This design comes from an exercise in tuning for small area and a short achievable clock period on the open sky130 flow, not from production work.
No run shown here included a check of the RTL's function; only the layout flow was run.

## flow/design.v (module list and top-level ports; edited modules follow where they fit)
// module iir: 872 lines
module iir(
    input clk,
    input rst_n,
    input [31:0] x,
    output reg [31:0] y
    );
  // ...
==> flow/flow/run.sh <==
#!/bin/bash
# Layout flow: the standard ORFS flow (standard.sh), with two changes:
#  1. the combinational logic of the standard synthesis is replaced by the
#     gate-level netlist that gen2.py writes from the same description as
#     rtl/iir.v (same registers, same names and cell types; checked by
#     swap_netlist.py, and the standard netlist is kept if they differ);
#  2. the port buffers are buf_1 cells instead of the default.
set -euo pipefail
export BUFFER_PORTS_ARGS="-buffer_cell sky130_fd_sc_hd__buf_1"
R=orfs/results/sky130hd/iir/base
bash standard.sh synth > standard_synth.log 2>&1
python3 flow/gen2.py --net custom_netlist.v > gen2.log 2>&1
if python3 flow/swap_netlist.py $R/1_2_yosys.v custom_netlist.v > swap_netlist.log 2>&1; then
  cp $R/1_2_yosys.v standard_1_2_yosys.v
  cp custom_netlist.v $R/1_2_yosys.v
  touch $R/1_2_yosys.v
  rm -f $R/1_synth.odb $R/1_synth.sdc
fi
bash standard.sh finish > standard_finish.log 2>&1
==> flow/flow/swap_netlist.py <==
#!/usr/bin/env python3
"""Check that a hand-built netlist keeps the standard synthesis's registers
(same instance names and cell types) and ports; exit 1 if not.
usage: swap_netlist.py STANDARD.v CUSTOM.v"""
import re, sys

def info(path):
    t = open(path).read()
    ffs = {}
    for cell, name in re.findall(r'\b(sky130_fd_sc_hd__df\w+)\s+(\\\S+|\S+)\s*\(', t):
        ffs[name.lstrip('\\')] = cell
    m = re.search(r'module\s+iir\s*\((.*?)\);', t, re.S)
    ports = sorted(p.strip() for p in m.group(1).split(','))
    decl = sorted(re.findall(r'^\s*(input|output)\s+(\[[^\]]*\])?\s*(\w+);', t, re.M))
    return ffs, ports, decl

a = info(sys.argv[1])
b = info(sys.argv[2])
ok = True
if a[0] != b[0]:
    ok = False
    print('registers differ:')
    for k in sorted(set(a[0]) | set(b[0])):
        if a[0].get(k) != b[0].get(k):
            print('  ', k, a[0].get(k), b[0].get(k))
if a[1] != b[1] or a[2] != b[2]:
    ok = False
    print('ports differ:', a[1:], b[1:])
print('registers:', len(a[0]), 'match' if ok else 'MISMATCH')
sys.exit(0 if ok else 1)
==> flow/standard.sh <==
#!/bin/bash
# synth_recipe.tcl (not shown) runs the flow's synth.tcl, then flattens the netlist and writes it again
# the make line also repeats each setting of config.mk as NAME=value (left out here)
make -C /OpenROAD-flow-scripts/flow DESIGN_CONFIG=/design/flow/config.mk WORK_HOME=/design/flow/orfs CLKGATE_MAP_FILE= SYNTH_SCRIPT=/design/flow/synth_recipe.tcl "${@:-finish}"
==> flow/config.mk <==
export PLATFORM = sky130hd
export DESIGN_NAME = iir
export DESIGN_NICKNAME = iir
export VERILOG_FILES = /design/flow/design.v
export SDC_FILE = /design/flow/constraint.sdc
export NUM_CORES = 4
export LEC_CHECK = 0
export CAP_MARGIN = 20
export CORE_MARGIN = 2
export CORE_UTILIZATION = 60
export SETUP_SLACK_MARGIN = 4
export SLEW_MARGIN = 20
==> flow/constraint.sdc <==
create_clock -name core_clock -period 7.5 [get_ports {clk}]
set_input_delay 1.5000 -clock core_clock [delete_from_list [all_inputs] [get_ports {clk}]]
set_output_delay 1.5000 -clock core_clock [all_outputs]
set_load 0.01 [all_outputs]
Not shown: flow/flow/gen2.py
==> results.json, run 1 <==
{
  "design_area_mm2": 0.009244,
  "grt_max_degree": 53,
  "outcome": "no timing/DRC/antenna violations",
  "timing.slew.headroom_pct": 55.15,
  "final_core_util_pct": 72.95,
  "start_kind": "input port",
  "rsz0062_at_grt": "yes",
  "ios": 66,
  "worst_pin_slew_ns": 0.6727,
  "holdWs_ns": 0.3557,
  "setup_viol": 0,
  "max_freq_mhz": 280.3,
  "hold_end": "y[0]",
  "largest_registers": "p (32), y (32), x1 (31)",
  "route.vias.total": 5724,
  "wl_met2_um": 9212,
  "synth_area_per_cell_um2": 9.585,
  "reg2regPathDepth": 10,
  "antenna_left": 0,
  "met2_usage_pct": 46.10,
  "final_nets": 1069,
  "grt_use_met3_pct": 5.550,
  "final_cell_mix": "123 x inv_1, 111 x fa_1, 100 x xor2_1",
  "dieWidth_um": 118.2,
  "cts_tree": "built",
  "cp.depth": 11,
  "clk_latency_ns": 0.35,
  "grt_pass1_wl_um": 28230,
  "io_buffers": 65,
  "drt_iter0_markers": 266,
  "path_class": "input port to register",
  "syn_area_mm2": 0.007831,
  "highest_layer": "met4",
  "crit_end": "y[18]"
}
==> run 2: changes to the inputs <==
==> flow/design.v (replaced) <==
module iir(
    input clk,
    input rst_n,
    input [31:0] x,
    output reg [31:0] y
    );
reg [31:0] x1, p;
wire inv1 = ~y[0];
wire inv2 = ~y[1];
wire inv3 = ~y[2];
wire inv4 = ~y[3];
wire inv5 = ~y[4];
wire inv6 = ~y[5];
wire inv7 = ~y[6];
wire inv8 = ~y[7];
wire inv9 = ~y[8];
wire inv10 = ~y[9];
wire inv11 = ~y[10];
wire inv12 = ~y[11];
wire inv13 = ~y[12];
wire inv14 = ~y[13];
wire inv15 = ~y[14];
wire inv16 = ~y[15];
wire inv17 = ~y[16];
wire inv18 = ~y[17];
wire inv19 = ~y[18];
wire inv20 = ~y[19];
wire inv21 = ~y[20];
wire inv22 = ~y[21];
wire inv23 = ~y[22];
wire inv24 = ~y[23];
wire inv25 = ~y[24];
wire inv26 = ~y[25];
wire inv27 = ~y[26];
wire inv28 = ~y[27];
wire inv29 = ~y[28];
wire inv30 = ~y[29];
wire xn31 = ~(p[2] ^ inv1);
wire or32 = p[2] | inv1;
wire xe33 = p[3] ^ inv2;
wire xs34 = xe33 ^ x[1];
wire mj35 = (p[3] & inv2) | (p[3] & x[1]) | (inv2 & x[1]);
wire xe36 = p[4] ^ inv3;
wire xs37 = xe36 ^ x[2];
wire mj38 = (p[4] & inv3) | (p[4] & x[2]) | (inv3 & x[2]);
wire xe39 = p[5] ^ inv4;
wire xs40 = xe39 ^ x[3];
wire mj41 = (p[5] & inv4) | (p[5] & x[3]) | (inv4 & x[3]);
wire xe42 = p[6] ^ inv5;
wire xs43 = xe42 ^ x[4];
wire mj44 = (p[6] & inv5) | (p[6] & x[4]) | (inv5 & x[4]);
wire xe45 = p[7] ^ inv6;
wire xs46 = xe45 ^ x[5];
wire mj47 = (p[7] & inv6) | (p[7] & x[5]) | (inv6 & x[5]);
wire xe48 = p[8] ^ inv7;
wire xs49 = xe48 ^ x[6];
wire mj50 = (p[8] & inv7) | (p[8] & x[6]) | (inv7 & x[6]);
wire xe51 = p[9] ^ inv8;
wire xs52 = xe51 ^ x[7];
wire mj53 = (p[9] & inv8) | (p[9] & x[7]) | (inv8 & x[7]);
wire xe54 = p[10] ^ inv9;
wire xs55 = xe54 ^ x[8];
wire mj56 = (p[10] & inv9) | (p[10] & x[8]) | (inv9 & x[8]);
wire xe57 = p[11] ^ inv10;
wire xs58 = xe57 ^ x[9];
wire mj59 = (p[11] & inv10) | (p[11] & x[9]) | (inv10 & x[9]);
wire xe60 = p[12] ^ inv11;
wire xs61 = xe60 ^ x[10];
wire mj62 = (p[12] & inv11) | (p[12] & x[10]) | (inv11 & x[10]);
wire xe63 = p[13] ^ inv12;
wire xs64 = xe63 ^ x[11];
wire mj65 = (p[13] & inv12) | (p[13] & x[11]) | (inv12 & x[11]);
wire xe66 = p[14] ^ inv13;
wire xs67 = xe66 ^ x[12];
wire mj68 = (p[14] & inv13) | (p[14] & x[12]) | (inv13 & x[12]);
wire xe69 = p[15] ^ inv14;
wire xs70 = xe69 ^ x[13];
wire mj71 = (p[15] & inv14) | (p[15] & x[13]) | (inv14 & x[13]);
wire xe72 = p[16] ^ inv15;
wire xs73 = xe72 ^ x[14];
wire mj74 = (p[16] & inv15) | (p[16] & x[14]) | (inv15 & x[14]);
wire xe75 = p[17] ^ inv16;
wire xs76 = xe75 ^ x[15];
wire mj77 = (p[17] & inv16) | (p[17] & x[15]) | (inv16 & x[15]);
wire xe78 = p[18] ^ inv17;
wire xs79 = xe78 ^ x[16];
wire mj80 = (p[18] & inv17) | (p[18] & x[16]) | (inv17 & x[16]);
wire xe81 = p[19] ^ inv18;
wire xs82 = xe81 ^ x[17];
wire mj83 = (p[19] & inv18) | (p[19] & x[17]) | (inv18 & x[17]);
wire xe84 = p[20] ^ inv19;
wire xs85 = xe84 ^ x[18];
wire mj86 = (p[20] & inv19) | (p[20] & x[18]) | (inv19 & x[18]);
wire xe87 = p[21] ^ inv20;
wire xs88 = xe87 ^ x[19];
wire mj89 = (p[21] & inv20) | (p[21] & x[19]) | (inv20 & x[19]);
wire xe90 = p[22] ^ inv21;
wire xs91 = xe90 ^ x[20];
wire mj92 = (p[22] & inv21) | (p[22] & x[20]) | (inv21 & x[20]);
wire xe93 = p[23] ^ inv22;
wire xs94 = xe93 ^ x[21];
wire mj95 = (p[23] & inv22) | (p[23] & x[21]) | (inv22 & x[21]);
wire xe96 = p[24] ^ inv23;
wire xs97 = xe96 ^ x[22];
wire mj98 = (p[24] & inv23) | (p[24] & x[22]) | (inv23 & x[22]);
wire xe99 = p[25] ^ inv24;
wire xs100 = xe99 ^ x[23];
wire mj101 = (p[25] & inv24) | (p[25] & x[23]) | (inv24 & x[23]);
wire xe102 = p[26] ^ inv25;
wire xs103 = xe102 ^ x[24];
wire mj104 = (p[26] & inv25) | (p[26] & x[24]) | (inv25 & x[24]);
wire xe105 = p[27] ^ inv26;
wire xs106 = xe105 ^ x[25];
wire mj107 = (p[27] & inv26) | (p[27] & x[25]) | (inv26 & x[25]);
wire xe108 = p[28] ^ inv27;
wire xs109 = xe108 ^ x[26];
wire mj110 = (p[28] & inv27) | (p[28] & x[26]) | (inv27 & x[26]);
wire xe111 = p[29] ^ inv28;
wire xs112 = xe111 ^ x[27];
wire mj113 = (p[29] & inv28) | (p[29] & x[27]) | (inv28 & x[27]);
wire xe114 = p[30] ^ inv29;
wire xs115 = xe114 ^ x[28];
wire mj116 = (p[30] & inv29) | (p[30] & x[28]) | (inv29 & x[28]);
wire xe117 = p[31] ^ inv30;
wire xs118 = xe117 ^ x[29];
wire mj119 = (p[31] & inv30) | (p[31] & x[29]) | (inv30 & x[29]);
wire fa120 = xn31 ^ x[0] ^ x[1];
wire fa121 = (xn31 & x[0]) | (xn31 & x[1]) | (x[0] & x[1]);
wire fa122 = or32 ^ x[2] ^ xs34;
wire fa123 = (or32 & x[2]) | (or32 & xs34) | (x[2] & xs34);
wire fa124 = x[3] ^ xs37 ^ mj35;
wire fa125 = (x[3] & xs37) | (x[3] & mj35) | (xs37 & mj35);
wire fa126 = x[4] ^ xs40 ^ mj38;
wire fa127 = (x[4] & xs40) | (x[4] & mj38) | (xs40 & mj38);
wire fa128 = x[5] ^ xs43 ^ mj41;
wire fa129 = (x[5] & xs43) | (x[5] & mj41) | (xs43 & mj41);
wire fa130 = x[6] ^ xs46 ^ mj44;
wire fa131 = (x[6] & xs46) | (x[6] & mj44) | (xs46 & mj44);
wire fa132 = x[7] ^ xs49 ^ mj47;
wire fa133 = (x[7] & xs49) | (x[7] & mj47) | (xs49 & mj47);
wire fa134 = x[8] ^ xs52 ^ mj50;
wire fa135 = (x[8] & xs52) | (x[8] & mj50) | (xs52 & mj50);
wire fa136 = x[9] ^ xs55 ^ mj53;
wire fa137 = (x[9] & xs55) | (x[9] & mj53) | (xs55 & mj53);
wire fa138 = x[10] ^ xs58 ^ mj56;
wire fa139 = (x[10] & xs58) | (x[10] & mj56) | (xs58 & mj56);
wire fa140 = x[11] ^ xs61 ^ mj59;
wire fa141 = (x[11] & xs61) | (x[11] & mj59) | (xs61 & mj59);
wire fa142 = x[12] ^ xs64 ^ mj62;
wire fa143 = (x[12] & xs64) | (x[12] & mj62) | (xs64 & mj62);
wire fa144 = x[13] ^ xs67 ^ mj65;
wire fa145 = (x[13] & xs67) | (x[13] & mj65) | (xs67 & mj65);
wire fa146 = x[14] ^ xs70 ^ mj68;
wire fa147 = (x[14] & xs70) | (x[14] & mj68) | (xs70 & mj68);
wire fa148 = x[15] ^ xs73 ^ mj71;
wire fa149 = (x[15] & xs73) | (x[15] & mj71) | (xs73 & mj71);
wire fa150 = x[16] ^ xs76 ^ mj74;
wire fa151 = (x[16] & xs76) | (x[16] & mj74) | (xs76 & mj74);
wire fa152 = x[17] ^ xs79 ^ mj77;
wire fa153 = (x[17] & xs79) | (x[17] & mj77) | (xs79 & mj77);
wire fa154 = x[18] ^ xs82 ^ mj80;
wire fa155 = (x[18] & xs82) | (x[18] & mj80) | (xs82 & mj80);
wire fa156 = x[19] ^ xs85 ^ mj83;
wire fa157 = (x[19] & xs85) | (x[19] & mj83) | (xs85 & mj83);
wire fa158 = x[20] ^ xs88 ^ mj86;
wire fa159 = (x[20] & xs88) | (x[20] & mj86) | (xs88 & mj86);
wire fa160 = x[21] ^ xs91 ^ mj89;
wire fa161 = (x[21] & xs91) | (x[21] & mj89) | (xs91 & mj89);
wire fa162 = x[22] ^ xs94 ^ mj92;
wire fa163 = (x[22] & xs94) | (x[22] & mj92) | (xs94 & mj92);
wire fa164 = x[23] ^ xs97 ^ mj95;
wire fa165 = (x[23] & xs97) | (x[23] & mj95) | (xs97 & mj95);
wire fa166 = x[24] ^ xs100 ^ mj98;
wire fa167 = (x[24] & xs100) | (x[24] & mj98) | (xs100 & mj98);
wire fa168 = x[25] ^ xs103 ^ mj101;
wire fa169 = (x[25] & xs103) | (x[25] & mj101) | (xs103 & mj101);
wire fa170 = x[26] ^ xs106 ^ mj104;
wire fa171 = (x[26] & xs106) | (x[26] & mj104) | (xs106 & mj104);
wire fa172 = x[27] ^ xs109 ^ mj107;
wire fa173 = (x[27] & xs109) | (x[27] & mj107) | (xs109 & mj107);
wire fa174 = x[28] ^ xs112 ^ mj110;
wire fa175 = (x[28] & xs112) | (x[28] & mj110) | (xs112 & mj110);
wire fa176 = x[29] ^ xs115 ^ mj113;
wire fa177 = (x[29] & xs115) | (x[29] & mj113) | (xs115 & mj113);
wire fa178 = x[30] ^ xs118 ^ mj116;
wire fa179 = (x[30] & xs118) | (x[30] & mj116) | (xs118 & mj116);
wire xe180 = x1[0] ^ y[1];
wire xs181 = xe180 ^ x[1];
wire mj182 = (x1[0] & y[1]) | (x1[0] & x[1]) | (y[1] & x[1]);
wire xn183 = ~(x1[1] ^ y[2]);
wire or184 = x1[1] | y[2];
wire fa185 = x1[2] ^ y[3] ^ inv2;
wire fa186 = (x1[2] & y[3]) | (x1[2] & inv2) | (y[3] & inv2);
wire fa187 = x1[3] ^ y[4] ^ inv3;
wire fa188 = (x1[3] & y[4]) | (x1[3] & inv3) | (y[4] & inv3);
wire fa189 = x1[4] ^ y[5] ^ inv4;
wire fa190 = (x1[4] & y[5]) | (x1[4] & inv4) | (y[5] & inv4);
wire fa191 = x1[5] ^ y[6] ^ inv5;
wire fa192 = (x1[5] & y[6]) | (x1[5] & inv5) | (y[6] & inv5);
wire fa193 = x1[6] ^ y[7] ^ inv6;
wire fa194 = (x1[6] & y[7]) | (x1[6] & inv6) | (y[7] & inv6);
wire fa195 = x1[7] ^ y[8] ^ inv7;
wire fa196 = (x1[7] & y[8]) | (x1[7] & inv7) | (y[8] & inv7);
wire fa197 = x1[8] ^ y[9] ^ inv8;
wire fa198 = (x1[8] & y[9]) | (x1[8] & inv8) | (y[9] & inv8);
wire fa199 = x1[9] ^ y[10] ^ inv9;
wire fa200 = (x1[9] & y[10]) | (x1[9] & inv9) | (y[10] & inv9);
wire fa201 = x1[10] ^ y[11] ^ inv10;
wire fa202 = (x1[10] & y[11]) | (x1[10] & inv10) | (y[11] & inv10);
wire fa203 = x1[11] ^ y[12] ^ inv11;
wire fa204 = (x1[11] & y[12]) | (x1[11] & inv11) | (y[12] & inv11);
wire fa205 = x1[12] ^ y[13] ^ inv12;
wire fa206 = (x1[12] & y[13]) | (x1[12] & inv12) | (y[13] & inv12);
wire fa207 = x1[13] ^ y[14] ^ inv13;
wire fa208 = (x1[13] & y[14]) | (x1[13] & inv13) | (y[14] & inv13);
wire fa209 = x1[14] ^ y[15] ^ inv14;
wire fa210 = (x1[14] & y[15]) | (x1[14] & inv14) | (y[15] & inv14);
wire fa211 = x1[15] ^ y[16] ^ inv15;
wire fa212 = (x1[15] & y[16]) | (x1[15] & inv15) | (y[16] & inv15);
wire fa213 = x1[16] ^ y[17] ^ inv16;
wire fa214 = (x1[16] & y[17]) | (x1[16] & inv16) | (y[17] & inv16);
wire fa215 = x1[17] ^ y[18] ^ inv17;
wire fa216 = (x1[17] & y[18]) | (x1[17] & inv17) | (y[18] & inv17);
wire fa217 = x1[18] ^ y[19] ^ inv18;
wire fa218 = (x1[18] & y[19]) | (x1[18] & inv18) | (y[19] & inv18);
wire fa219 = x1[19] ^ y[20] ^ inv19;
wire fa220 = (x1[19] & y[20]) | (x1[19] & inv19) | (y[20] & inv19);
wire fa221 = x1[20] ^ y[21] ^ inv20;
wire fa222 = (x1[20] & y[21]) | (x1[20] & inv20) | (y[21] & inv20);
wire fa223 = x1[21] ^ y[22] ^ inv21;
wire fa224 = (x1[21] & y[22]) | (x1[21] & inv21) | (y[22] & inv21);
wire fa225 = x1[22] ^ y[23] ^ inv22;
wire fa226 = (x1[22] & y[23]) | (x1[22] & inv22) | (y[23] & inv22);
wire fa227 = x1[23] ^ y[24] ^ inv23;
wire fa228 = (x1[23] & y[24]) | (x1[23] & inv23) | (y[24] & inv23);
wire fa229 = x1[24] ^ y[25] ^ inv24;
wire fa230 = (x1[24] & y[25]) | (x1[24] & inv24) | (y[25] & inv24);
wire fa231 = x1[25] ^ y[26] ^ inv25;
wire fa232 = (x1[25] & y[26]) | (x1[25] & inv25) | (y[26] & inv25);
wire fa233 = x1[26] ^ y[27] ^ inv26;
wire fa234 = (x1[26] & y[27]) | (x1[26] & inv26) | (y[27] & inv26);
wire fa235 = x1[27] ^ y[28] ^ inv27;
wire fa236 = (x1[27] & y[28]) | (x1[27] & inv27) | (y[28] & inv27);
wire fa237 = x1[28] ^ y[29] ^ inv28;
wire fa238 = (x1[28] & y[29]) | (x1[28] & inv28) | (y[29] & inv28);
wire fa239 = x1[29] ^ y[30] ^ inv29;
wire fa240 = (x1[29] & y[30]) | (x1[29] & inv29) | (y[30] & inv29);
wire fa241 = x1[30] ^ y[31] ^ inv30;
wire fa242 = (x1[30] & y[31]) | (x1[30] & inv30) | (y[31] & inv30);
wire xe243 = inv1 ^ xn183;
wire xs244 = xe243 ^ x[2];
wire mj245 = (inv1 & xn183) | (inv1 & x[2]) | (xn183 & x[2]);
wire xe246 = or184 ^ fa185;
wire xs247 = xe246 ^ x[3];
wire mj248 = (or184 & fa185) | (or184 & x[3]) | (fa185 & x[3]);
wire xe249 = fa186 ^ fa187;
wire xs250 = xe249 ^ x[4];
wire mj251 = (fa186 & fa187) | (fa186 & x[4]) | (fa187 & x[4]);
wire xe252 = fa188 ^ fa189;
wire xs253 = xe252 ^ x[5];
wire mj254 = (fa188 & fa189) | (fa188 & x[5]) | (fa189 & x[5]);
wire xe255 = fa190 ^ fa191;
wire xs256 = xe255 ^ x[6];
wire mj257 = (fa190 & fa191) | (fa190 & x[6]) | (fa191 & x[6]);
wire xe258 = fa192 ^ fa193;
wire xs259 = xe258 ^ x[7];
wire mj260 = (fa192 & fa193) | (fa192 & x[7]) | (fa193 & x[7]);
wire xe261 = fa194 ^ fa195;
wire xs262 = xe261 ^ x[8];
wire mj263 = (fa194 & fa195) | (fa194 & x[8]) | (fa195 & x[8]);
wire xe264 = fa196 ^ fa197;
wire xs265 = xe264 ^ x[9];
wire mj266 = (fa196 & fa197) | (fa196 & x[9]) | (fa197 & x[9]);
wire xe267 = fa198 ^ fa199;
wire xs268 = xe267 ^ x[10];
wire mj269 = (fa198 & fa199) | (fa198 & x[10]) | (fa199 & x[10]);
wire xe270 = fa200 ^ fa201;
wire xs271 = xe270 ^ x[11];
wire mj272 = (fa200 & fa201) | (fa200 & x[11]) | (fa201 & x[11]);
wire xe273 = fa202 ^ fa203;
wire xs274 = xe273 ^ x[12];
wire mj275 = (fa202 & fa203) | (fa202 & x[12]) | (fa203 & x[12]);
wire xe276 = fa204 ^ fa205;
wire xs277 = xe276 ^ x[13];
wire mj278 = (fa204 & fa205) | (fa204 & x[13]) | (fa205 & x[13]);
wire xe279 = fa206 ^ fa207;
wire xs280 = xe279 ^ x[14];
wire mj281 = (fa206 & fa207) | (fa206 & x[14]) | (fa207 & x[14]);
wire xe282 = fa208 ^ fa209;
wire xs283 = xe282 ^ x[15];
wire mj284 = (fa208 & fa209) | (fa208 & x[15]) | (fa209 & x[15]);
wire xe285 = fa210 ^ fa211;
wire xs286 = xe285 ^ x[16];
wire mj287 = (fa210 & fa211) | (fa210 & x[16]) | (fa211 & x[16]);
wire xe288 = fa212 ^ fa213;
wire xs289 = xe288 ^ x[17];
wire mj290 = (fa212 & fa213) | (fa212 & x[17]) | (fa213 & x[17]);
wire xe291 = fa214 ^ fa215;
wire xs292 = xe291 ^ x[18];
wire mj293 = (fa214 & fa215) | (fa214 & x[18]) | (fa215 & x[18]);
wire xe294 = fa216 ^ fa217;
wire xs295 = xe294 ^ x[19];
wire mj296 = (fa216 & fa217) | (fa216 & x[19]) | (fa217 & x[19]);
wire xe297 = fa218 ^ fa219;
wire xs298 = xe297 ^ x[20];
wire mj299 = (fa218 & fa219) | (fa218 & x[20]) | (fa219 & x[20]);
wire xe300 = fa220 ^ fa221;
wire xs301 = xe300 ^ x[21];
wire mj302 = (fa220 & fa221) | (fa220 & x[21]) | (fa221 & x[21]);
wire xe303 = fa222 ^ fa223;
wire xs304 = xe303 ^ x[22];
wire mj305 = (fa222 & fa223) | (fa222 & x[22]) | (fa223 & x[22]);
wire xe306 = fa224 ^ fa225;
wire xs307 = xe306 ^ x[23];
wire mj308 = (fa224 & fa225) | (fa224 & x[23]) | (fa225 & x[23]);
wire xe309 = fa226 ^ fa227;
wire xs310 = xe309 ^ x[24];
wire mj311 = (fa226 & fa227) | (fa226 & x[24]) | (fa227 & x[24]);
wire xe312 = fa228 ^ fa229;
wire xs313 = xe312 ^ x[25];
wire mj314 = (fa228 & fa229) | (fa228 & x[25]) | (fa229 & x[25]);
wire xe315 = fa230 ^ fa231;
wire xs316 = xe315 ^ x[26];
wire mj317 = (fa230 & fa231) | (fa230 & x[26]) | (fa231 & x[26]);
wire xe318 = fa232 ^ fa233;
wire xs319 = xe318 ^ x[27];
wire mj320 = (fa232 & fa233) | (fa232 & x[27]) | (fa233 & x[27]);
wire xe321 = fa234 ^ fa235;
wire xs322 = xe321 ^ x[28];
wire mj323 = (fa234 & fa235) | (fa234 & x[28]) | (fa235 & x[28]);
wire xe324 = fa236 ^ fa237;
wire xs325 = xe324 ^ x[29];
wire mj326 = (fa236 & fa237) | (fa236 & x[29]) | (fa237 & x[29]);
wire xe327 = fa238 ^ fa239;
wire xs328 = xe327 ^ x[30];
wire mj329 = (fa238 & fa239) | (fa238 & x[30]) | (fa239 & x[30]);
wire xe330 = fa240 ^ fa241;
wire xs331 = xe330 ^ x[31];
wire mj332 = (fa240 & fa241) | (fa240 & x[31]) | (fa241 & x[31]);
wire gn333 = ~(p[1] & x[0]);
wire tn334 = ~(p[1] | x[0]);
wire pp335 = p[1] ^ x[0];
wire gn336 = ~(fa121 & fa122);
wire tn337 = ~(fa121 | fa122);
wire pp338 = fa121 ^ fa122;
wire gn339 = ~(fa123 & fa124);
wire tn340 = ~(fa123 | fa124);
wire pp341 = fa123 ^ fa124;
wire gn342 = ~(fa125 & fa126);
wire tn343 = ~(fa125 | fa126);
wire pp344 = fa125 ^ fa126;
wire gn345 = ~(fa127 & fa128);
wire tn346 = ~(fa127 | fa128);
wire pp347 = fa127 ^ fa128;
wire gn348 = ~(fa129 & fa130);
wire tn349 = ~(fa129 | fa130);
wire pp350 = fa129 ^ fa130;
wire gn351 = ~(fa131 & fa132);
wire tn352 = ~(fa131 | fa132);
wire pp353 = fa131 ^ fa132;
wire gn354 = ~(fa133 & fa134);
wire tn355 = ~(fa133 | fa134);
wire pp356 = fa133 ^ fa134;
wire gn357 = ~(fa135 & fa136);
wire tn358 = ~(fa135 | fa136);
wire pp359 = fa135 ^ fa136;
wire gn360 = ~(fa137 & fa138);
wire tn361 = ~(fa137 | fa138);
wire pp362 = fa137 ^ fa138;
wire gn363 = ~(fa139 & fa140);
wire tn364 = ~(fa139 | fa140);
wire pp365 = fa139 ^ fa140;
wire gn366 = ~(fa141 & fa142);
wire tn367 = ~(fa141 | fa142);
wire pp368 = fa141 ^ fa142;
wire gn369 = ~(fa143 & fa144);
wire tn370 = ~(fa143 | fa144);
wire pp371 = fa143 ^ fa144;
wire gn372 = ~(fa145 & fa146);
wire tn373 = ~(fa145 | fa146);
wire pp374 = fa145 ^ fa146;
wire gn375 = ~(fa147 & fa148);
wire tn376 = ~(fa147 | fa148);
wire pp377 = fa147 ^ fa148;
wire gn378 = ~(fa149 & fa150);
wire tn379 = ~(fa149 | fa150);
wire pp380 = fa149 ^ fa150;
wire gn381 = ~(fa151 & fa152);
wire tn382 = ~(fa151 | fa152);
wire pp383 = fa151 ^ fa152;
wire gn384 = ~(fa153 & fa154);
wire tn385 = ~(fa153 | fa154);
wire pp386 = fa153 ^ fa154;
wire gn387 = ~(fa155 & fa156);
wire tn388 = ~(fa155 | fa156);
wire pp389 = fa155 ^ fa156;
wire gn390 = ~(fa157 & fa158);
wire tn391 = ~(fa157 | fa158);
wire pp392 = fa157 ^ fa158;
wire gn393 = ~(fa159 & fa160);
wire tn394 = ~(fa159 | fa160);
wire pp395 = fa159 ^ fa160;
wire gn396 = ~(fa161 & fa162);
wire tn397 = ~(fa161 | fa162);
wire pp398 = fa161 ^ fa162;
wire gn399 = ~(fa163 & fa164);
wire tn400 = ~(fa163 | fa164);
wire pp401 = fa163 ^ fa164;
wire gn402 = ~(fa165 & fa166);
wire tn403 = ~(fa165 | fa166);
wire pp404 = fa165 ^ fa166;
wire gn405 = ~(fa167 & fa168);
wire tn406 = ~(fa167 | fa168);
wire pp407 = fa167 ^ fa168;
wire gn408 = ~(fa169 & fa170);
wire tn409 = ~(fa169 | fa170);
wire pp410 = fa169 ^ fa170;
wire gn411 = ~(fa171 & fa172);
wire tn412 = ~(fa171 | fa172);
wire pp413 = fa171 ^ fa172;
wire gn414 = ~(fa173 & fa174);
wire tn415 = ~(fa173 | fa174);
wire pp416 = fa173 ^ fa174;
wire gn417 = ~(fa175 & fa176);
wire tn418 = ~(fa175 | fa176);
wire pp419 = fa175 ^ fa176;
wire gn420 = ~(fa177 & fa178);
wire tn421 = ~(fa177 | fa178);
wire pp422 = fa177 ^ fa178;
wire inv423 = ~fa120;
wire pa424 = ~(tn337 | inv423);
wire pa425 = ~(tn343 | tn340);
wire pg426 = ~((tn343 | gn339) & gn342);
wire pa427 = ~(tn349 | tn346);
wire pg428 = ~((tn349 | gn345) & gn348);
wire pa429 = ~(tn355 | tn352);
wire pg430 = ~((tn355 | gn351) & gn354);
wire pa431 = ~(tn361 | tn358);
wire pg432 = ~((tn361 | gn357) & gn360);
wire pa433 = ~(tn367 | tn364);
wire pg434 = ~((tn367 | gn363) & gn366);
wire pa435 = ~(tn373 | tn370);
wire pg436 = ~((tn373 | gn369) & gn372);
wire pa437 = ~(tn379 | tn376);
wire pg438 = ~((tn379 | gn375) & gn378);
wire pa439 = ~(tn385 | tn382);
wire pg440 = ~((tn385 | gn381) & gn384);
wire pa441 = ~(tn391 | tn388);
wire pg442 = ~((tn391 | gn387) & gn390);
wire pa443 = ~(tn397 | tn394);
wire pg444 = ~((tn397 | gn393) & gn396);
wire pa445 = ~(tn403 | tn400);
wire pg446 = ~((tn403 | gn399) & gn402);
wire pa447 = ~(tn409 | tn406);
wire pg448 = ~((tn409 | gn405) & gn408);
wire pa449 = ~(tn415 | tn412);
wire pg450 = ~((tn415 | gn411) & gn414);
wire inv451 = ~gn333;
wire pa452 = ~(fa120 & inv451);
wire inv453 = ~gn336;
wire pg454 = ~((pa424 & inv451) | inv453);
wire inv455 = ~tn346;
wire pa456 = ~(inv455 & pa425);
wire inv457 = ~gn345;
wire pg458 = ~((inv455 & pg426) | inv457);
wire pa459 = ~(pa427 & pa425);
wire pg460 = ~((pa427 & pg426) | pg428);
wire inv461 = ~tn358;
wire pa462 = ~(inv461 & pa429);
wire inv463 = ~gn357;
wire pg464 = ~((inv461 & pg430) | inv463);
wire pa465 = ~(pa431 & pa429);
wire pg466 = ~((pa431 & pg430) | pg432);
wire inv467 = ~tn370;
wire pa468 = ~(inv467 & pa433);
wire inv469 = ~gn369;
wire pg470 = ~((inv467 & pg434) | inv469);
wire pa471 = ~(pa435 & pa433);
wire pg472 = ~((pa435 & pg434) | pg436);
wire inv473 = ~tn382;
wire pa474 = ~(inv473 & pa437);
wire inv475 = ~gn381;
wire pg476 = ~((inv473 & pg438) | inv475);
wire pa477 = ~(pa439 & pa437);
wire pg478 = ~((pa439 & pg438) | pg440);
wire inv479 = ~tn394;
wire pa480 = ~(inv479 & pa441);
wire inv481 = ~gn393;
wire pg482 = ~((inv479 & pg442) | inv481);
wire pa483 = ~(pa443 & pa441);
wire pg484 = ~((pa443 & pg442) | pg444);
wire inv485 = ~tn406;
wire pa486 = ~(inv485 & pa445);
wire inv487 = ~gn405;
wire pg488 = ~((inv485 & pg446) | inv487);
wire pa489 = ~(pa447 & pa445);
wire pg490 = ~((pa447 & pg446) | pg448);
wire inv491 = ~tn418;
wire pa492 = ~(inv491 & pa449);
wire inv493 = ~gn417;
wire pg494 = ~((inv491 & pg450) | inv493);
wire pg495 = ~((tn340 | pg454) & gn339);
wire inv496 = ~pg454;
wire pg497 = ~((pa425 & inv496) | pg426);
wire pg498 = ~((pa456 | pg454) & pg458);
wire pg499 = ~((pa459 | pg454) & pg460);
wire pa500 = ~(tn364 | pa465);
wire pg501 = ~((tn364 | pg466) & gn363);
wire inv502 = ~pa433;
wire pa503 = ~(inv502 | pa465);
wire inv504 = ~pg434;
wire pg505 = ~((inv502 | pg466) & inv504);
wire pa506 = ~(pa468 | pa465);
wire pg507 = ~((pa468 | pg466) & pg470);
wire pa508 = ~(pa471 | pa465);
wire pg509 = ~((pa471 | pg466) & pg472);
wire pa510 = ~(tn388 | pa477);
wire pg511 = ~((tn388 | pg478) & gn387);
wire inv512 = ~pa441;
wire pa513 = ~(inv512 | pa477);
wire inv514 = ~pg442;
wire pg515 = ~((inv512 | pg478) & inv514);
wire pa516 = ~(pa480 | pa477);
wire pg517 = ~((pa480 | pg478) & pg482);
wire pa518 = ~(pa483 | pa477);
wire pg519 = ~((pa483 | pg478) & pg484);
wire pa520 = ~(tn412 | pa489);
wire pg521 = ~((tn412 | pg490) & gn411);
wire inv522 = ~pa449;
wire pa523 = ~(inv522 | pa489);
wire inv524 = ~pg450;
wire pg525 = ~((inv522 | pg490) & inv524);
wire pa526 = ~(pa492 | pa489);
wire pg527 = ~((pa492 | pg490) & pg494);
wire inv528 = ~gn351;
wire inv529 = ~tn352;
wire pg530 = ~((inv529 & pg499) | inv528);
wire pg531 = ~((pa429 & pg499) | pg430);
wire inv532 = ~pg464;
wire inv533 = ~pa462;
wire pg534 = ~((inv533 & pg499) | inv532);
wire inv535 = ~pg466;
wire inv536 = ~pa465;
wire pg537 = ~((inv536 & pg499) | inv535);
wire pg538 = ~((pa500 & pg499) | pg501);
wire pg539 = ~((pa503 & pg499) | pg505);
wire pg540 = ~((pa506 & pg499) | pg507);
wire pg541 = ~((pa508 & pg499) | pg509);
wire inv542 = ~tn400;
wire pa543 = ~(inv542 & pa518);
wire inv544 = ~gn399;
wire pg545 = ~((inv542 & pg519) | inv544);
wire pa546 = ~(pa445 & pa518);
wire pg547 = ~((pa445 & pg519) | pg446);
wire inv548 = ~pa486;
wire pa549 = ~(inv548 & pa518);
wire inv550 = ~pg488;
wire pg551 = ~((inv548 & pg519) | inv550);
wire inv552 = ~pa489;
wire pa553 = ~(inv552 & pa518);
wire inv554 = ~pg490;
wire pg555 = ~((inv552 & pg519) | inv554);
wire pa556 = ~(pa520 & pa518);
wire pg557 = ~((pa520 & pg519) | pg521);
wire pa558 = ~(pa523 & pa518);
wire pg559 = ~((pa523 & pg519) | pg525);
wire pa560 = ~(pa526 & pa518);
wire pg561 = ~((pa526 & pg519) | pg527);
wire pg562 = ~((tn376 | pg541) & gn375);
wire inv563 = ~pg438;
wire inv564 = ~pa437;
wire pg565 = ~((inv564 | pg541) & inv563);
wire pg566 = ~((pa474 | pg541) & pg476);
wire pg567 = ~((pa477 | pg541) & pg478);
wire inv568 = ~pg511;
wire inv569 = ~pa510;
wire pg570 = ~((inv569 | pg541) & inv568);
wire inv571 = ~pg515;
wire inv572 = ~pa513;
wire pg573 = ~((inv572 | pg541) & inv571);
wire inv574 = ~pg517;
wire inv575 = ~pa516;
wire pg576 = ~((inv575 | pg541) & inv574);
wire inv577 = ~pg519;
wire inv578 = ~pa518;
wire pg579 = ~((inv578 | pg541) & inv577);
wire pg580 = ~((pa543 | pg541) & pg545);
wire pg581 = ~((pa546 | pg541) & pg547);
wire pg582 = ~((pa549 | pg541) & pg551);
wire pg583 = ~((pa553 | pg541) & pg555);
wire pg584 = ~((pa556 | pg541) & pg557);
wire pg585 = ~((pa558 | pg541) & pg559);
wire pg586 = ~((pa560 | pg541) & pg561);
wire sn587 = ~(fa120 ^ gn333);
wire sn588 = ~(pp338 ^ pa452);
wire sn589 = ~(pp341 ^ pg454);
wire xo590 = pp344 ^ pg495;
wire sn591 = ~(pp347 ^ pg497);
wire xo592 = pp350 ^ pg498;
wire xo593 = pp353 ^ pg499;
wire sn594 = ~(pp356 ^ pg530);
wire sn595 = ~(pp359 ^ pg531);
wire sn596 = ~(pp362 ^ pg534);
wire sn597 = ~(pp365 ^ pg537);
wire sn598 = ~(pp368 ^ pg538);
wire sn599 = ~(pp371 ^ pg539);
wire sn600 = ~(pp374 ^ pg540);
wire sn601 = ~(pp377 ^ pg541);
wire xo602 = pp380 ^ pg562;
wire xo603 = pp383 ^ pg565;
wire xo604 = pp386 ^ pg566;
wire xo605 = pp389 ^ pg567;
wire xo606 = pp392 ^ pg570;
wire xo607 = pp395 ^ pg573;
wire xo608 = pp398 ^ pg576;
wire xo609 = pp401 ^ pg579;
wire xo610 = pp404 ^ pg580;
wire xo611 = pp407 ^ pg581;
wire xo612 = pp410 ^ pg582;
wire xo613 = pp413 ^ pg583;
wire xo614 = pp416 ^ pg584;
wire xo615 = pp419 ^ pg585;
wire xo616 = pp422 ^ pg586;
wire gn617 = ~(y[0] & x[0]);
wire tn618 = ~(y[0] | x[0]);
wire pp619 = y[0] ^ x[0];
wire gn620 = ~(xs244 & mj182);
wire tn621 = ~(xs244 | mj182);
wire pp622 = xs244 ^ mj182;
wire gn623 = ~(xs247 & mj245);
wire tn624 = ~(xs247 | mj245);
wire pp625 = xs247 ^ mj245;
wire gn626 = ~(xs250 & mj248);
wire tn627 = ~(xs250 | mj248);
wire pp628 = xs250 ^ mj248;
wire gn629 = ~(xs253 & mj251);
wire tn630 = ~(xs253 | mj251);
wire pp631 = xs253 ^ mj251;
wire gn632 = ~(xs256 & mj254);
wire tn633 = ~(xs256 | mj254);
wire pp634 = xs256 ^ mj254;
wire gn635 = ~(xs259 & mj257);
wire tn636 = ~(xs259 | mj257);
wire pp637 = xs259 ^ mj257;
wire gn638 = ~(xs262 & mj260);
wire tn639 = ~(xs262 | mj260);
wire pp640 = xs262 ^ mj260;
wire gn641 = ~(xs265 & mj263);
wire tn642 = ~(xs265 | mj263);
wire pp643 = xs265 ^ mj263;
wire gn644 = ~(xs268 & mj266);
wire tn645 = ~(xs268 | mj266);
wire pp646 = xs268 ^ mj266;
wire gn647 = ~(xs271 & mj269);
wire tn648 = ~(xs271 | mj269);
wire pp649 = xs271 ^ mj269;
wire gn650 = ~(xs274 & mj272);
wire tn651 = ~(xs274 | mj272);
wire pp652 = xs274 ^ mj272;
wire gn653 = ~(xs277 & mj275);
wire tn654 = ~(xs277 | mj275);
wire pp655 = xs277 ^ mj275;
wire gn656 = ~(xs280 & mj278);
wire tn657 = ~(xs280 | mj278);
wire pp658 = xs280 ^ mj278;
wire gn659 = ~(xs283 & mj281);
wire tn660 = ~(xs283 | mj281);
wire pp661 = xs283 ^ mj281;
wire gn662 = ~(xs286 & mj284);
wire tn663 = ~(xs286 | mj284);
wire pp664 = xs286 ^ mj284;
wire gn665 = ~(xs289 & mj287);
wire tn666 = ~(xs289 | mj287);
wire pp667 = xs289 ^ mj287;
wire gn668 = ~(xs292 & mj290);
wire tn669 = ~(xs292 | mj290);
wire pp670 = xs292 ^ mj290;
wire gn671 = ~(xs295 & mj293);
wire tn672 = ~(xs295 | mj293);
wire pp673 = xs295 ^ mj293;
wire gn674 = ~(xs298 & mj296);
wire tn675 = ~(xs298 | mj296);
wire pp676 = xs298 ^ mj296;
wire gn677 = ~(xs301 & mj299);
wire tn678 = ~(xs301 | mj299);
wire pp679 = xs301 ^ mj299;
wire gn680 = ~(xs304 & mj302);
wire tn681 = ~(xs304 | mj302);
wire pp682 = xs304 ^ mj302;
wire gn683 = ~(xs307 & mj305);
wire tn684 = ~(xs307 | mj305);
wire pp685 = xs307 ^ mj305;
wire gn686 = ~(xs310 & mj308);
wire tn687 = ~(xs310 | mj308);
wire pp688 = xs310 ^ mj308;
wire gn689 = ~(xs313 & mj311);
wire tn690 = ~(xs313 | mj311);
wire pp691 = xs313 ^ mj311;
wire gn692 = ~(xs316 & mj314);
wire tn693 = ~(xs316 | mj314);
wire pp694 = xs316 ^ mj314;
wire gn695 = ~(xs319 & mj317);
wire tn696 = ~(xs319 | mj317);
wire pp697 = xs319 ^ mj317;
wire gn698 = ~(xs322 & mj320);
wire tn699 = ~(xs322 | mj320);
wire pp700 = xs322 ^ mj320;
wire gn701 = ~(xs325 & mj323);
wire tn702 = ~(xs325 | mj323);
wire pp703 = xs325 ^ mj323;
wire gn704 = ~(xs328 & mj326);
wire tn705 = ~(xs328 | mj326);
wire pp706 = xs328 ^ mj326;
wire gn707 = ~(xs331 & mj329);
wire tn708 = ~(xs331 | mj329);
wire pp709 = xs331 ^ mj329;
wire inv710 = ~gn617;
wire pa711 = ~(xs181 & inv710);
wire pa712 = ~(tn624 | tn621);
wire pg713 = ~((tn624 | gn620) & gn623);
wire pa714 = ~(tn630 | tn627);
wire pg715 = ~((tn630 | gn626) & gn629);
wire pa716 = ~(tn636 | tn633);
wire pg717 = ~((tn636 | gn632) & gn635);
wire pa718 = ~(tn642 | tn639);
wire pg719 = ~((tn642 | gn638) & gn641);
wire pa720 = ~(tn648 | tn645);
wire pg721 = ~((tn648 | gn644) & gn647);
wire pa722 = ~(tn654 | tn651);
wire pg723 = ~((tn654 | gn650) & gn653);
wire pa724 = ~(tn660 | tn657);
wire pg725 = ~((tn660 | gn656) & gn659);
wire pa726 = ~(tn666 | tn663);
wire pg727 = ~((tn666 | gn662) & gn665);
wire pa728 = ~(tn672 | tn669);
wire pg729 = ~((tn672 | gn668) & gn671);
wire pa730 = ~(tn678 | tn675);
wire pg731 = ~((tn678 | gn674) & gn677);
wire pa732 = ~(tn684 | tn681);
wire pg733 = ~((tn684 | gn680) & gn683);
wire pa734 = ~(tn690 | tn687);
wire pg735 = ~((tn690 | gn686) & gn689);
wire pa736 = ~(tn696 | tn693);
wire pg737 = ~((tn696 | gn692) & gn695);
wire pa738 = ~(tn702 | tn699);
wire pg739 = ~((tn702 | gn698) & gn701);
wire pg740 = ~((tn621 | pa711) & gn620);
wire inv741 = ~pa711;
wire pg742 = ~((pa712 & inv741) | pg713);
wire inv743 = ~tn633;
wire pa744 = ~(inv743 & pa714);
wire inv745 = ~gn632;
wire pg746 = ~((inv743 & pg715) | inv745);
wire pa747 = ~(pa716 & pa714);
wire pg748 = ~((pa716 & pg715) | pg717);
wire inv749 = ~tn645;
wire pa750 = ~(inv749 & pa718);
wire inv751 = ~gn644;
wire pg752 = ~((inv749 & pg719) | inv751);
wire pa753 = ~(pa720 & pa718);
wire pg754 = ~((pa720 & pg719) | pg721);
wire inv755 = ~tn657;
wire pa756 = ~(inv755 & pa722);
wire inv757 = ~gn656;
wire pg758 = ~((inv755 & pg723) | inv757);
wire pa759 = ~(pa724 & pa722);
wire pg760 = ~((pa724 & pg723) | pg725);
wire inv761 = ~tn669;
wire pa762 = ~(inv761 & pa726);
wire inv763 = ~gn668;
wire pg764 = ~((inv761 & pg727) | inv763);
wire pa765 = ~(pa728 & pa726);
wire pg766 = ~((pa728 & pg727) | pg729);
wire inv767 = ~tn681;
wire pa768 = ~(inv767 & pa730);
wire inv769 = ~gn680;
wire pg770 = ~((inv767 & pg731) | inv769);
wire pa771 = ~(pa732 & pa730);
wire pg772 = ~((pa732 & pg731) | pg733);
wire inv773 = ~tn693;
wire pa774 = ~(inv773 & pa734);
wire inv775 = ~gn692;
wire pg776 = ~((inv773 & pg735) | inv775);
wire pa777 = ~(pa736 & pa734);
wire pg778 = ~((pa736 & pg735) | pg737);
wire inv779 = ~tn705;
wire pa780 = ~(inv779 & pa738);
wire inv781 = ~gn704;
wire pg782 = ~((inv779 & pg739) | inv781);
wire pg783 = ~((tn627 | pg742) & gn626);
wire inv784 = ~pg715;
wire inv785 = ~pa714;
wire pg786 = ~((inv785 | pg742) & inv784);
wire pg787 = ~((pa744 | pg742) & pg746);
wire pg788 = ~((pa747 | pg742) & pg748);
wire pa789 = ~(tn651 | pa753);
wire pg790 = ~((tn651 | pg754) & gn650);
wire inv791 = ~pa722;
wire pa792 = ~(inv791 | pa753);
wire inv793 = ~pg723;
wire pg794 = ~((inv791 | pg754) & inv793);
wire pa795 = ~(pa756 | pa753);
wire pg796 = ~((pa756 | pg754) & pg758);
wire pa797 = ~(pa759 | pa753);
wire pg798 = ~((pa759 | pg754) & pg760);
wire pa799 = ~(tn675 | pa765);
wire pg800 = ~((tn675 | pg766) & gn674);
wire inv801 = ~pa730;
wire pa802 = ~(inv801 | pa765);
wire inv803 = ~pg731;
wire pg804 = ~((inv801 | pg766) & inv803);
wire pa805 = ~(pa768 | pa765);
wire pg806 = ~((pa768 | pg766) & pg770);
wire pa807 = ~(pa771 | pa765);
wire pg808 = ~((pa771 | pg766) & pg772);
wire pa809 = ~(tn699 | pa777);
wire pg810 = ~((tn699 | pg778) & gn698);
wire inv811 = ~pa738;
wire pa812 = ~(inv811 | pa777);
wire inv813 = ~pg739;
wire pg814 = ~((inv811 | pg778) & inv813);
wire pa815 = ~(pa780 | pa777);
wire pg816 = ~((pa780 | pg778) & pg782);
wire inv817 = ~gn638;
wire inv818 = ~tn639;
wire pg819 = ~((inv818 & pg788) | inv817);
wire pg820 = ~((pa718 & pg788) | pg719);
wire inv821 = ~pg752;
wire inv822 = ~pa750;
wire pg823 = ~((inv822 & pg788) | inv821);
wire inv824 = ~pg754;
wire inv825 = ~pa753;
wire pg826 = ~((inv825 & pg788) | inv824);
wire pg827 = ~((pa789 & pg788) | pg790);
wire pg828 = ~((pa792 & pg788) | pg794);
wire pg829 = ~((pa795 & pg788) | pg796);
wire pg830 = ~((pa797 & pg788) | pg798);
wire inv831 = ~tn687;
wire pa832 = ~(inv831 & pa807);
wire inv833 = ~gn686;
wire pg834 = ~((inv831 & pg808) | inv833);
wire pa835 = ~(pa734 & pa807);
wire pg836 = ~((pa734 & pg808) | pg735);
wire inv837 = ~pa774;
wire pa838 = ~(inv837 & pa807);
wire inv839 = ~pg776;
wire pg840 = ~((inv837 & pg808) | inv839);
wire inv841 = ~pa777;
wire pa842 = ~(inv841 & pa807);
wire inv843 = ~pg778;
wire pg844 = ~((inv841 & pg808) | inv843);
wire pa845 = ~(pa809 & pa807);
wire pg846 = ~((pa809 & pg808) | pg810);
wire pa847 = ~(pa812 & pa807);
wire pg848 = ~((pa812 & pg808) | pg814);
wire pa849 = ~(pa815 & pa807);
wire pg850 = ~((pa815 & pg808) | pg816);
wire pg851 = ~((tn663 | pg830) & gn662);
wire inv852 = ~pg727;
wire inv853 = ~pa726;
wire pg854 = ~((inv853 | pg830) & inv852);
wire pg855 = ~((pa762 | pg830) & pg764);
wire pg856 = ~((pa765 | pg830) & pg766);
wire inv857 = ~pg800;
wire inv858 = ~pa799;
wire pg859 = ~((inv858 | pg830) & inv857);
wire inv860 = ~pg804;
wire inv861 = ~pa802;
wire pg862 = ~((inv861 | pg830) & inv860);
wire inv863 = ~pg806;
wire inv864 = ~pa805;
wire pg865 = ~((inv864 | pg830) & inv863);
wire inv866 = ~pg808;
wire inv867 = ~pa807;
wire pg868 = ~((inv867 | pg830) & inv866);
wire pg869 = ~((pa832 | pg830) & pg834);
wire pg870 = ~((pa835 | pg830) & pg836);
wire pg871 = ~((pa838 | pg830) & pg840);
wire pg872 = ~((pa842 | pg830) & pg844);
wire pg873 = ~((pa845 | pg830) & pg846);
wire pg874 = ~((pa847 | pg830) & pg848);
wire pg875 = ~((pa849 | pg830) & pg850);
wire sn876 = ~(xs181 ^ gn617);
wire sn877 = ~(pp622 ^ pa711);
wire xo878 = pp625 ^ pg740;
wire sn879 = ~(pp628 ^ pg742);
wire xo880 = pp631 ^ pg783;
wire xo881 = pp634 ^ pg786;
wire xo882 = pp637 ^ pg787;
wire xo883 = pp640 ^ pg788;
wire sn884 = ~(pp643 ^ pg819);
wire sn885 = ~(pp646 ^ pg820);
wire sn886 = ~(pp649 ^ pg823);
wire sn887 = ~(pp652 ^ pg826);
wire sn888 = ~(pp655 ^ pg827);
wire sn889 = ~(pp658 ^ pg828);
wire sn890 = ~(pp661 ^ pg829);
wire sn891 = ~(pp664 ^ pg830);
wire xo892 = pp667 ^ pg851;
wire xo893 = pp670 ^ pg854;
wire xo894 = pp673 ^ pg855;
wire xo895 = pp676 ^ pg856;
wire xo896 = pp679 ^ pg859;
wire xo897 = pp682 ^ pg862;
wire xo898 = pp685 ^ pg865;
wire xo899 = pp688 ^ pg868;
wire xo900 = pp691 ^ pg869;
wire xo901 = pp694 ^ pg870;
wire xo902 = pp697 ^ pg871;
wire xo903 = pp700 ^ pg872;
wire xo904 = pp703 ^ pg873;
wire xo905 = pp706 ^ pg874;
wire xo906 = pp709 ^ pg875;
wire [31:0] y_next = {xo616, xo615, xo614, xo613, xo612, xo611, xo610, xo609, xo608, xo607, xo606, xo605, xo604, xo603, xo602, sn601, sn600, sn599, sn598, sn597, sn596, sn595, sn594, xo593, xo592, sn591, xo590, sn589, sn588, sn587, pp335, p[0]};
wire [31:0] p_next = {xo906, xo905, xo904, xo903, xo902, xo901, xo900, xo899, xo898, xo897, xo896, xo895, xo894, xo893, xo892, sn891, sn890, sn889, sn888, sn887, sn886, sn885, sn884, xo883, xo882, xo881, xo880, sn879, xo878, sn877, sn876, pp619};
always @(posedge clk or negedge rst_n)
begin
    if (!rst_n)
    begin
        x1 <= 32'd0;
        p  <= 32'd0;
        y  <= 32'd0;
    end
    else
    begin
        x1 <= x;
        p  <= p_next;
        y  <= y_next;
    end
end
endmodule
==> flow/flow/run.sh (replaced) <==
#!/bin/bash
# Layout flow: the standard ORFS flow (standard.sh), with two changes:
#  1. the combinational logic of the standard synthesis is replaced by the
#     gate-level netlist that gen2.py writes from the same description as
#     rtl/iir.v (same registers, same names and cell types; checked by
#     swap_netlist.py, and the standard netlist is kept if they differ);
#  2. the port buffers are buf_2 cells instead of the default.
set -euo pipefail
export BUFFER_PORTS_ARGS="-buffer_cell sky130_fd_sc_hd__buf_2"
R=orfs/results/sky130hd/iir/base
bash standard.sh synth > standard_synth.log 2>&1
python3 flow/gen2.py --fa mix --net custom_netlist.v > gen2.log 2>&1
if python3 flow/swap_netlist.py $R/1_2_yosys.v custom_netlist.v > swap_netlist.log 2>&1; then
  cp $R/1_2_yosys.v standard_1_2_yosys.v
  cp custom_netlist.v $R/1_2_yosys.v
  touch $R/1_2_yosys.v
  rm -f $R/1_synth.odb $R/1_synth.sdc
fi
bash standard.sh finish > standard_finish.log 2>&1
--- a/flow/flow/gen2.py
+++ b/flow/flow/gen2.py
@@ -16,31 +16,35 @@
 import argparse
 
 W = 32
 ap = argparse.ArgumentParser()
 ap.add_argument('--rtl')
 ap.add_argument('--net')
 ap.add_argument('--tx', type=float, default=1.6)
 ap.add_argument('--tr', type=float, default=0.4)
+# full adders: 'cell' = fa_1 cells; 'xor' = xor2 + xor2 + maj3 (the latest
+# input goes through one xor2 only); 'mix' = xor form where two inputs arrive
+# well before the third, cells elsewhere
+ap.add_argument('--fa', default='cell', choices=['cell', 'xor', 'mix'])
 args = ap.parse_args()
 
 # --------------------------------------------------------------------------
 # IR: gates with named output nets. A signal is a net name or 0/1 constant.
 gates = []          # (kind, inputs(list), outputs(list))
 arr = {}            # estimated arrival time per net
 cnt = [0]
 
 def new(prefix):
     cnt[0] += 1
     return f'{prefix}{cnt[0]}'
 
 D = {'INV': 0.05, 'NAND2': 0.07, 'NOR2': 0.09, 'XOR2': 0.15, 'XNOR2': 0.15,
      'AOI21': 0.12, 'OAI21': 0.12, 'AND2': 0.15, 'OR2': 0.2,
-     'FA': 0.42, 'HA': 0.3}
+     'FA': 0.47, 'HA': 0.3, 'MAJ3': 0.3}
 
 def t(s):
     return -1.0 if s in (0, 1) else arr[s]
 
 def gate(kind, ins, nout=1, prefix='n'):
     outs = [new(prefix) for _ in range(nout)]
     gates.append((kind, list(ins), outs))
     ta = max(t(s) for s in ins) + D[kind]
@@ -66,16 +70,21 @@
     return gate('XOR2', [a, b], prefix='xo')
 
 def fa(a, b, c):
     """full adder on three signals (constants folded). Returns (sum, carry)."""
     sig = [s for s in (a, b, c) if s not in (0, 1)]
     ones = sum(1 for s in (a, b, c) if s == 1)
     if len(sig) == 3:
         sig.sort(key=t)     # latest on CIN
+        e1, e2, l = sig
+        if args.fa == 'xor' or (args.fa == 'mix' and t(e2) + 0.3 <= t(l)):
+            s = gate('XOR2', [gate('XOR2', [e1, e2], prefix='xe'), l], prefix='xs')
+            co = gate('MAJ3', [e1, e2, l], prefix='mj')
+            return s, co
         s, co = gate('FA', sig, 2, prefix='fa')
         return s, co
     if len(sig) == 2 and ones == 0:
         s, co = gate('HA', sig, 2, prefix='ha')
         return s, co
     if len(sig) == 2 and ones == 1:
         x = gate('XNOR2', sig, prefix='xn')
         o = gate('OR2', sig, prefix='or')
@@ -264,16 +273,17 @@
     'NAND2': lambda i: f'~({i[0]} & {i[1]})',
     'NOR2': lambda i: f'~({i[0]} | {i[1]})',
     'AND2': lambda i: f'{i[0]} & {i[1]}',
     'OR2': lambda i: f'{i[0]} | {i[1]}',
     'XOR2': lambda i: f'{i[0]} ^ {i[1]}',
     'XNOR2': lambda i: f'~({i[0]} ^ {i[1]})',
     'AOI21': lambda i: f'~(({i[0]} & {i[1]}) | {i[2]})',
     'OAI21': lambda i: f'~(({i[0]} | {i[1]}) & {i[2]})',
+    'MAJ3': lambda i: f'({i[0]} & {i[1]}) | ({i[0]} & {i[2]}) | ({i[1]} & {i[2]})',
 }
 
 HEADER = """// Second-order IIR filter, y[n+1] = 6x[n] + x[n-1] + 2x[n-2] - 4y[n] - 3y[n-1]
 """
 
 def rtl():
     o = [HEADER, 'module iir(', '    input clk,', '    input rst_n,',
          '    input [31:0] x,', '    output reg [31:0] y', '    );', '',
@@ -319,16 +329,17 @@
     'AND2': ('and2_1', ['A', 'B'], ['X']),
     'OR2': ('or2_1', ['A', 'B'], ['X']),
     'XOR2': ('xor2_1', ['A', 'B'], ['X']),
     'XNOR2': ('xnor2_1', ['A', 'B'], ['Y']),
     'AOI21': ('a21oi_1', ['A1', 'A2', 'B1'], ['Y']),
     'OAI21': ('o21ai_1', ['A1', 'A2', 'B1'], ['Y']),
     'FA': ('fa_1', ['A', 'B', 'CIN'], ['SUM', 'COUT']),
     'HA': ('ha_1', ['A', 'B'], ['SUM', 'COUT']),
+    'MAJ3': ('maj3_1', ['A', 'B', 'C'], ['X']),
 }
 
 def netname(s):
     if s in (0, 1):
         raise ValueError('constant in netlist')
     if s.startswith('p[') or s.startswith('x1['):
         return 'q_' + s.replace('[', '_').replace(']', '')
     return s
==> run 2 against run 1 <==
  * Synthesized area up 5.4%
  * Sequential cell count is the same
  * Cell count increased by 9.9%
  * Hold slack improved by 0.0079 ns
  * First-iteration DRC count fell by 12%
  * Still clean
  * Critical path depth unchanged
  * Wire length down 4.8%
  * Die area increased by 5.3%
==> results.json, run 2 <==
{
  "grt_pass1_wl_um": 27560,
  "grt_remaining_overflow": 0,
  "clkTransAtPathRegs_ns": 0.06,
  "cts_tree": "built",
  "grt_usage_pct": 23.86,
  "crit_chain": "buf_2 -> maj3_1 -> fa_2 -> nor2_1 -> nor2_2 -> nand2_1 -> o21ai_2 -> a21oi_4 -> buf_12 -> o21ai_1 -> xor2_1",
  "dieWidth_um": 121.3,
  "cp_max_fo": 16,
  "setup_viol": 0,
  "largest_registers": "p (32), y (32), x1 (31)",
  "holdWs_ns": 0.3636,
  "worst-path-buf-inv": 2,
  "route.vias.total": 6013,
  "h-tree-depth": 3,
  "hold_class": "register to register",
  "layout_commonest_cell": "xor2_1",
  "drc": 0,
  "gp_congestion": 0.8255,
  "hold_buffers": 0,
  "hpwl_um": 12480,
  "ios": 66,
  "rsz0062_at_grt": "yes",
  "hold_end": "y[0]",
  "worst_pin_slew_ns": 0.9072,
  "min_from": "p[0]",
  "post-route-period-util_pct": 46.18,
  "antenna_cells": 0,
  "drive_gt1_share_pct": 14.15,
  "dr.pass1.iters": 4,
  "holdPathStages": 0,
  "max_freq_mhz": 288.7,
  "ys_warn_count": 1,
  "root_buffer": "clkbuf_16",
  "io_buffers": 65,
  "grt_antenna_before_repair": 0,
  "rr_startpoint": "y[17]",
  "clk_path_buf_depth": 2,
  "antenna_left": 0,
  "wl_per_cell_um": 13.51,
  "timing.reg2reg.setup_slack_ns": 4.27,
  "critPathMaxStageDelay_ns": 0.57,
  "path_class": "input port to register",
  "skew_ns": 0.007569,
  "slew_viol_final": 0,
  "syn_inst": 934,
  "drt-total-wl_um": 16220,
  "max_cap_violations": 0,
  "routed_via_density": 5.007,
  "end_kind": "register",
  "synth_area_per_cell_um2": 8.841,
  "area_growth_pct": 14.26,
  "r2r-end": "p[31]",
  "syn_area_mm2": 0.008258,
  "finalHoldViolCount": 0,
  "rows": 42,
  "grt_max_degree": 70,
  "cpMaxStageDelayCell": "fa_2",
  "tns_ns": 0,
  "outcome": "no timing/DRC/antenna violations",
  "worstPathRequired_ns": 7.77,
  "period_needed_ns": 3.463,
  "clock-sinks": 95,
  "clk_latency_ns": 0.35,
  "final_cell_mix": "219 x xor2_1, 122 x inv_1, 97 x nand2_1",
  "initial_core_util_pct": 61.87,
  "worstPathArrival_ns": 3.74,
  "final_nets": 1113,
  "drt_iter0_markers": 233,
  "die_h_um": 121.3,
  "cp_top_family": "adder cells",
  "fillers": 1110,
  "die-area_mm2": 0.01472,
  "core-area_mm2": 0.01335,
  "grt_pass1_vias": 5964,
  "synth_nets": 1027,
  "timing.slew.headroom_pct": 39.52,
  "start_kind": "input port",
  "reg2regPathDepth": 11,
  "numCtsBuffers": 9
}
[run 2: changes by cell type in the layout (fill, tap and decap cells not counted), moves of 4 or more]
cell and delta:
a21oi_1 +4, nor2_1 +5, nor2_2 +4, maj3_2 +6
buf_2 +43, buf_4 -10, maj3_1 +52, buf_1 -39
xor2_1 +119, nor2_4 -9, fa_1 -57
[run 2: layout make-up]
| class | count | area (um2) | area share (%) |
|---|---|---|---|
| Clock buffer | 14 | 284.0 | 3.010 |
| Clock inverter | 2 | 12.51 | 0.1326 |
| Inverter | 122 | 457.9 | 4.853 |
| Multi-Input combinational cell | 717 | 5650 | 59.89 |
| Sequential cell | 95 | 2377 | 25.20 |
| Tap cell | 176 | 220.2 | 2.334 |
| Timing Repair Buffer | 75 | 432.9 | 4.588 |
[run 2: worst max-delay path by stage]
stage / start / end / slack (ns) / cells past startpoint
floorplan: x[2] / y[20] / 3.94 / 9
global placement: x[1] / y[30] / 3.46 / 10
detailed placement: x[1] / y[22] / 3.40 / 10
CTS: x[18] / y[31] / 4.02 / 10
global route: x[9] / y[30] / 3.91 / 11
finish: x[9] / y[22] / 4.04 / 11
[run 2: worst register-to-register path, delay by kind of cell (launching register included)]
| kind | cells | cell delay, ns |
|---|---|---|
| simple gates | 5 | 1.16 |
| flops | 1 | 0.45 |
| compound gates | 1 | 0.21 |
| xor+xnor | 3 | 0.67 |
| fa+ha+maj | 1 | 0.53 |
| buf+inv | 1 | 0.13 |
[run 2: metrics by stage]
stage          cells  util (%)  instance area, um2  setup slack [ns]
4_1_cts         1197     69.33                9254             4.017
6_report        1201     70.69                9435             4.037
2_1_floorplan    934         -                8325             3.940
3_3_place_gp    1177     66.59                8889             3.459
5_1_grt         1201     70.69                9435             3.913
3_5_place_dp    1177     66.59                8889             3.398
[run 2: routing by layer]
layer | vias to the layer above | part of all wire [%] | GRT usage, %
met5 | - | 0 | 0
met1 | 2840 | 45 | 30.93
met3 | 13 | 2.9 | 3.008
met2 | 64 | 51 | 42.06
li1 | 3096 | - | -
met4 | 0 | 1.1 | 6.825
[run 2: repair_timing]
item | CTS | global route
setup buffers | 4 | 4
pin swaps | 3 | 12
resized for setup | 3 | 48
setup endpoints to repair | 31 | 24
hold endpoints to repair | 0 | 0

re-timing with driven ports:
In the flow no input, the clock included, has a driving cell. The finished layouts below were timed again as built, in two steps. Step 1 assumes that a clkbuf_16 drives the clock port and a buf_2 every other input. Step 2 times the ports against the registers' clock, not the clock port: input delays grow and output delays shrink by t, the midpoint of the rising clock arrivals with the driver on. Slacks: ideal / step 1 / step 2; pairs: ideal / step 1.
run	t (ns)	setup WS [ns]	worst hold slack (ns)	clock arrival spread, ns	cell pins on the clock port's net
run 1	0.389	3.932 / 3.941 / 3.552	0.356 / 0.356 / 0.356	0.010 / 0.010	1
run 2	0.389	4.037 / 4.061 / 3.672	0.364 / 0.364 / 0.364	0.007 / 0.008	1
After both steps setup and hold are still met in every run listed. For run 1, which loses most, drivers alone change the setup slack by +0.009 ns; drivers and shift together by -0.380 ns.
